From an optimization exercise on the open Yosys and OpenROAD flow, aimed at small area and a short achievable clock period; shortcuts taken in it are not production practice.
At most, simulation tests tie the RTL to the original design; equivalence was not proved.

==> trial 45 <==
## qpsk_demod
module qpsk_demod (
    input         clk,
    input         rst,
    input  [15:0] in_i,
    input  [15:0] in_q,
    output [15:0] i_sync,
    output [15:0] q_sync,
    output        bit_sync,
    output [31:0] sym_iq
);
Settings: LEC_CHECK=0, CAP_MARGIN=20, CORE_MARGIN=2, CORE_UTILIZATION=40, SETUP_SLACK_MARGIN=5, SLEW_MARGIN=20, SYNTH_HIERARCHICAL=1, SYNTH_MEMORY_MAX_BITS=65536; clock period 8.5 ns.
standard.sh (not shown) runs the stock make flow with config.mk's settings and CLKGATE_MAP_FILE= SYNTH_SCRIPT=/design/flow/synth_recipe.tcl, a recipe that flattens the netlist after the stock synthesis.
==> flow/flow/run.sh <==
#!/bin/bash
set -euo pipefail
bash standard.sh SETUP_SLACK_MARGIN=6 finish > flow_standard.log 2>&1
==> build 67 (differences from trial 45) <==
--- a/flow/design.v
+++ b/flow/design.v
@@ -250,25 +250,29 @@
     if (rst) cnt <= 7'd0;
     else if (!cnt[6]) cnt <= cnt + 7'd1;
   wire run7  = cnt[6] | (|cnt[5:3]) | (&cnt[2:0]);
   wire run64 = cnt[6];
   reg  [15:0] re_o, im_o;             
-  wire [15:0] plus  = re_o[15] ? (16'd0 - im_o) : im_o;
-  wire [15:0] minus = im_o[15] ? (16'd0 - re_o) : re_o;
+  wire        si = re_o[15], sq = im_o[15];
+  wire [15:0] pa = im_o ^ {16{si}};
+  wire [15:0] pb = ~(re_o ^ {16{sq}});
+  wire [16:0] pds = {pa[15], pa} + {pb[15], pb} + {15'd0, si} + {15'd0, ~sq};
+  wire        ovp = si & (im_o == 16'h8000);
+  wire        ovm = sq & (re_o == 16'h8000);
   reg  [16:0] pdg;
-  always @(posedge clk) pdg <= {plus[15], plus} - {minus[15], minus};
-  reg  [16:0] pdr;
-  always @(posedge clk or posedge rst)
-    if (rst) pdr <= 17'd0;
-    else     pdr <= pdg;
-  reg  [17*64-1:0] dl;                
-  always @(posedge clk) dl <= {dl[17*63-1:0], pdr};
+  always @(posedge clk) pdg <= {pds[16] ^ ovp ^ ovm, pds[15:0]};
+  reg  [17*64-1:0] dl;
+  always @(posedge clk) dl <= {dl[17*63-1:0], pdg};
   wire [16:0] old = run64 ? dl[17*64-1:17*63] : 17'd0;
+  reg  [17:0] x;
+  always @(posedge clk or posedge rst)
+    if (rst) x <= 18'd0;
+    else     x <= {pdg[16], pdg} - {old[16], old};
   reg  [22:0] sum;
   always @(posedge clk or posedge rst)
     if (rst) sum <= 23'd0;
-    else     sum <= sum + {{6{pdr[16]}}, pdr} - {{6{old[16]}}, old};
+    else     sum <= sum + {{5{x[17]}}, x};
   reg  [22:0] sum_d;
   always @(posedge clk) sum_d <= sum;
   reg  [25:0] acc;
   always @(posedge clk or posedge rst)
     if (rst) acc <= 26'd0;
@@ -3257,19 +3261,22 @@
   reg im_r1812_q; assign im_r1812 = im_r1812_q;
   reg im_r1813_q; assign im_r1813 = im_r1813_q;
   reg im_r1814_q; assign im_r1814 = im_r1814_q;
   wire [32:0] re_a = {re5_c970, re5_c968, re5_c966, re5_c964, re5_c962, re5_c960, re5_c958, re5_c956, re5_c954, re5_c952, re5_c950, re5_c948, re5_c946, re5_c944, re5_c942, re5_c940, re5_c938, re5_c936, re5_c934, re5_c932, re5_c930, re5_c928, re5_c926, re5_c924, re5_c922, re5_c920, re5_c918, re5_c916, re5_c914, re5_c912, re5_c910, re5_c908, re5_s907};
   wire [32:0] re_b = {re4_c906, re5_s969, re5_s967, re5_s965, re5_s963, re5_s961, re5_s959, re5_s957, re5_s955, re5_s953, re5_s951, re5_s949, re5_s947, re5_s945, re5_s943, re5_s941, re5_s939, re5_s937, re5_s935, re5_s933, re5_s931, re5_s929, re5_s927, re5_s925, re5_s923, re5_s921, re5_s919, re5_s917, re5_s915, re5_s913, re5_s911, re5_s909, re_r724};
-  wire [32:0] re_s = re_a + re_b;
+  wire [17:0] re_lo = {1'b0, re_a[16:0]} + {1'b0, re_b[16:0]};
   wire [32:0] im_a = {im5_c1940, im5_c1938, im5_c1936, im5_c1934, im5_c1932, im5_c1930, im5_c1928, im5_c1926, im5_c1924, im5_c1922, im5_c1920, im5_c1918, im5_c1916, im5_c1914, im5_c1912, im5_c1910, im5_c1908, im5_c1906, im5_c1904, im5_c1902, im5_c1900, im5_c1898, im5_c1896, im5_c1894, im5_c1892, im5_c1890, im5_c1888, im5_c1886, im5_c1884, im5_c1882, im5_c1880, im5_c1878, im5_s1877};
   wire [32:0] im_b = {im4_c1876, im5_s1939, im5_s1937, im5_s1935, im5_s1933, im5_s1931, im5_s1929, im5_s1927, im5_s1925, im5_s1923, im5_s1921, im5_s1919, im5_s1917, im5_s1915, im5_s1913, im5_s1911, im5_s1909, im5_s1907, im5_s1905, im5_s1903, im5_s1901, im5_s1899, im5_s1897, im5_s1895, im5_s1893, im5_s1891, im5_s1889, im5_s1887, im5_s1885, im5_s1883, im5_s1881, im5_s1879, im_r1694};
-  wire [32:0] im_s = im_a + im_b;
-  reg [15:0] re_h, im_h;
+  wire [17:0] im_lo = {1'b0, im_a[16:0]} + {1'b0, im_b[16:0]};
+  reg [15:0] re_ha, re_hb, im_ha, im_hb;
+  reg        re_c, im_c;
   always @(posedge clk) begin
-    re_h <= re_s[32:17];
-    im_h <= im_s[32:17];
+    re_ha <= re_a[32:17]; re_hb <= re_b[32:17]; re_c <= re_lo[17];
+    im_ha <= im_a[32:17]; im_hb <= im_b[32:17]; im_c <= im_lo[17];
   end
+  wire [15:0] re_h = re_ha + re_hb + {15'd0, re_c};
+  wire [15:0] im_h = im_ha + im_hb + {15'd0, im_c};
   always @(posedge clk or posedge rst)
     if (rst) begin
       re_o <= 16'd0;
       im_o <= 16'd0;
     end else begin
==> flow/flow/run.sh (replaced) <==
#!/bin/bash
set -euo pipefail
bash standard.sh SETUP_SLACK_MARGIN=5.5 finish > flow_standard.log 2>&1
- CORE_UTILIZATION: 40 -> 50
- CTS_CLUSTER_DIAMETER: not set -> 100
- CTS_CLUSTER_SIZE: not set -> 25
==> trial 52 (differences from trial 45) <==
==> flow/run.sh (new file) <==
#!/bin/bash
# synth_recipe.tcl (not shown) runs the flow's synth.tcl, then flattens the netlist and writes it again
# the make line also repeats each setting of config.mk as NAME=value (left out here)
make -C /OpenROAD-flow-scripts/flow DESIGN_CONFIG=/design/flow/config.mk WORK_HOME=/design/flow/orfs CLKGATE_MAP_FILE= SYNTH_SCRIPT=/design/flow/synth_recipe.tcl finish
- ABC_CLOCK_PERIOD_IN_PS: not set -> 3000
removed: flow/flow/run.sh
removed: flow/standard.sh
==> comparison <==
- Setup slack, lowest first: trial 45, trial 52, build 67.
- Wire length: trial 52 is smaller than trial 45 (about 16%).
- The highest final cell count belongs to trial 45, the lowest to build 67.
- Of trial 45 and build 67, trial 45 has the higher clock skew (gap 6.6 ps).
- Via count: trial 52 < build 67 < trial 45.
- Maximum frequency, highest first: build 67, trial 52, trial 45.
- Synthesized cell count is the same in trial 45 and trial 52.
Only the layout flow was run in trial 45 and trial 52; the RTL was not checked for function there.

========
==> inputs of xenon <==
qpsk_demod, a different RTL version from the one above (not shown whole).
Design qpsk_demod, start of the top module:
module qpsk_demod (
    input         clk,
    input         rst,
    input  [15:0] in_i,
    input  [15:0] in_q,
    output [15:0] i_sync,
    output [15:0] q_sync,
    output        bit_sync,
    output [31:0] sym_iq
);
  reg [6:0] cnt;
  always @(posedge clk or posedge rst)
    if (rst) cnt <= 7'd0;
    else if (!cnt[6]) cnt <= cnt + 7'd1;
  wire run7  = cnt[6] | (|cnt[5:3]) | (&cnt[2:0]);
  wire run64 = cnt[6];
  reg  [15:0] re_o, im_o;             
  reg  [15:0] plus, minus;
  reg  [16:0] pdr;
  always @(posedge clk) begin
    plus  <= re_o[15] ? (16'd0 - im_o) : im_o;
    minus <= im_o[15] ? (16'd0 - re_o) : re_o;
  end
  always @(posedge clk or posedge rst)
    if (rst) pdr <= 17'd0;
    else     pdr <= {plus[15], plus} - {minus[15], minus};
  reg  [17*64-1:0] dl;                
  always @(posedge clk) dl <= {dl[17*63-1:0], pdr};
  wire [16:0] old = run64 ? dl[17*64-1:17*63] : 17'd0;
  reg  [22:0] sum;
  always @(posedge clk or posedge rst)
    if (rst) sum <= 23'd0;
    else     sum <= sum + {{6{pdr[16]}}, pdr} - {{6{old[16]}}, old};
  reg  [22:0] sum_d;
  always @(posedge clk) sum_d <= sum;
  reg  [25:0] acc;
  always @(posedge clk or posedge rst)
    if (rst) acc <= 26'd0;
    else     acc <= acc - {{3{sum_d[22]}}, sum_d};
  reg  [9:0] a1, a2, a3, a4, a5;
  always @(posedge clk) begin
    a1 <= acc[25:16]; a2 <= a1; a3 <= a2; a4 <= a3; a5 <= a4;
  end
  reg [14:0] u, v;
  always @(*) begin
    case (a5[7:0])
      8'd0: begin u = 15'd0; v = 15'd32767; end
      8'd1: begin u = 15'd201; v = 15'd32766; end
      8'd2: begin u = 15'd402; v = 15'd32765; end
      8'd3: begin u = 15'd603; v = 15'd32761; end
      8'd4: begin u = 15'd804; v = 15'd32757; end
      8'd5: begin u = 15'd1005; v = 15'd32752; end
      8'd6: begin u = 15'd1206; v = 15'd32745; end
  ...
export LEC_CHECK = 0
export CAP_MARGIN = 20
export CORE_MARGIN = 2
export CORE_UTILIZATION = 40
export SETUP_SLACK_MARGIN = 5
export SLEW_MARGIN = 20
export SYNTH_MEMORY_MAX_BITS = 65536
create_clock -name core_clock -period 8.5 [get_ports {clk}]
run.sh (not shown) runs the stock make flow with config.mk's settings and CLKGATE_MAP_FILE= SYNTH_SCRIPT=/design/flow/synth_recipe.tcl, a recipe that flattens the netlist after the stock synthesis.
Stock flow here: none of the scripts above is used.
==> maple (differences from xenon) <==
SETUP_SLACK_MARGIN = not set   (was 5)
==> comparison <==
Of xenon and maple, maple has the higher sequential share of layout area (gap 0.23 points). In synthesized cell count, xenon and maple do not differ. Sequential cell count is the same in xenon and maple. Against xenon, the clock-buffer cell count of maple is higher by 3. Against xenon, the global-route usage of maple is higher by 0.21 points. Between xenon and maple, the lower core utilization is in maple (gap 0.35 points). Non-clock buffer count: xenon is higher than maple (20). In die area, maple and xenon do not differ.
No functional check of the RTL was part of any run of this note.

[re-timing with driven ports]
How much do the figures lean on ideal ports? The routed layouts below were timed once more, with nothing changed but the port constraints. Step 1 (the two cells are an assumption about what drives the block):
set clk [get_ports {clk}]
set_driving_cell -lib_cell sky130_fd_sc_hd__clkbuf_16 $clk
set_driving_cell -lib_cell sky130_fd_sc_hd__buf_2 [delete_from_list [all_inputs] $clk]
Step 2, shift: input delay + t, output delay - t, t = (earliest + latest rising clock arrival at the registers) / 2. This alone moves slack from input paths to output paths. a / b / c = no drivers / after step 1 / after step 2; a / b = the first two.
| run | shift t [ns] | slack for setup (ns) | hold WS [ns] | worst setup path after step 2 | pins driven straight from the clock port |
|---|---|---|---|---|---|
| trial 45 | 0.863 | 4.859 / 4.859 / 4.859 | 0.298 / 0.298 / 0.298 | register to register | 1 |
| build 67 | 0.816 | 5.284 / 5.284 / 5.013 | 0.317 / 0.317 / 0.317 | input, reset recovery | 1 |
| trial 52 | 0.859 | 4.868 / 4.868 / 4.868 | 0.269 / 0.269 / 0.269 | register to register | 1 |
| xenon | 0.891 | 4.862 / 4.862 / 4.862 | 0.267 / 0.267 / 0.267 | register to register | 1 |
| maple | 0.887 | 4.245 / 4.245 / 4.245 | 0.305 / 0.305 / 0.305 | register to register | 1 |
After both steps setup and hold are still met in every run listed. For build 67, which loses most, drivers alone change the setup slack by 0.000 ns; drivers and shift together by -0.271 ns. Setup slack includes reset recovery checks.
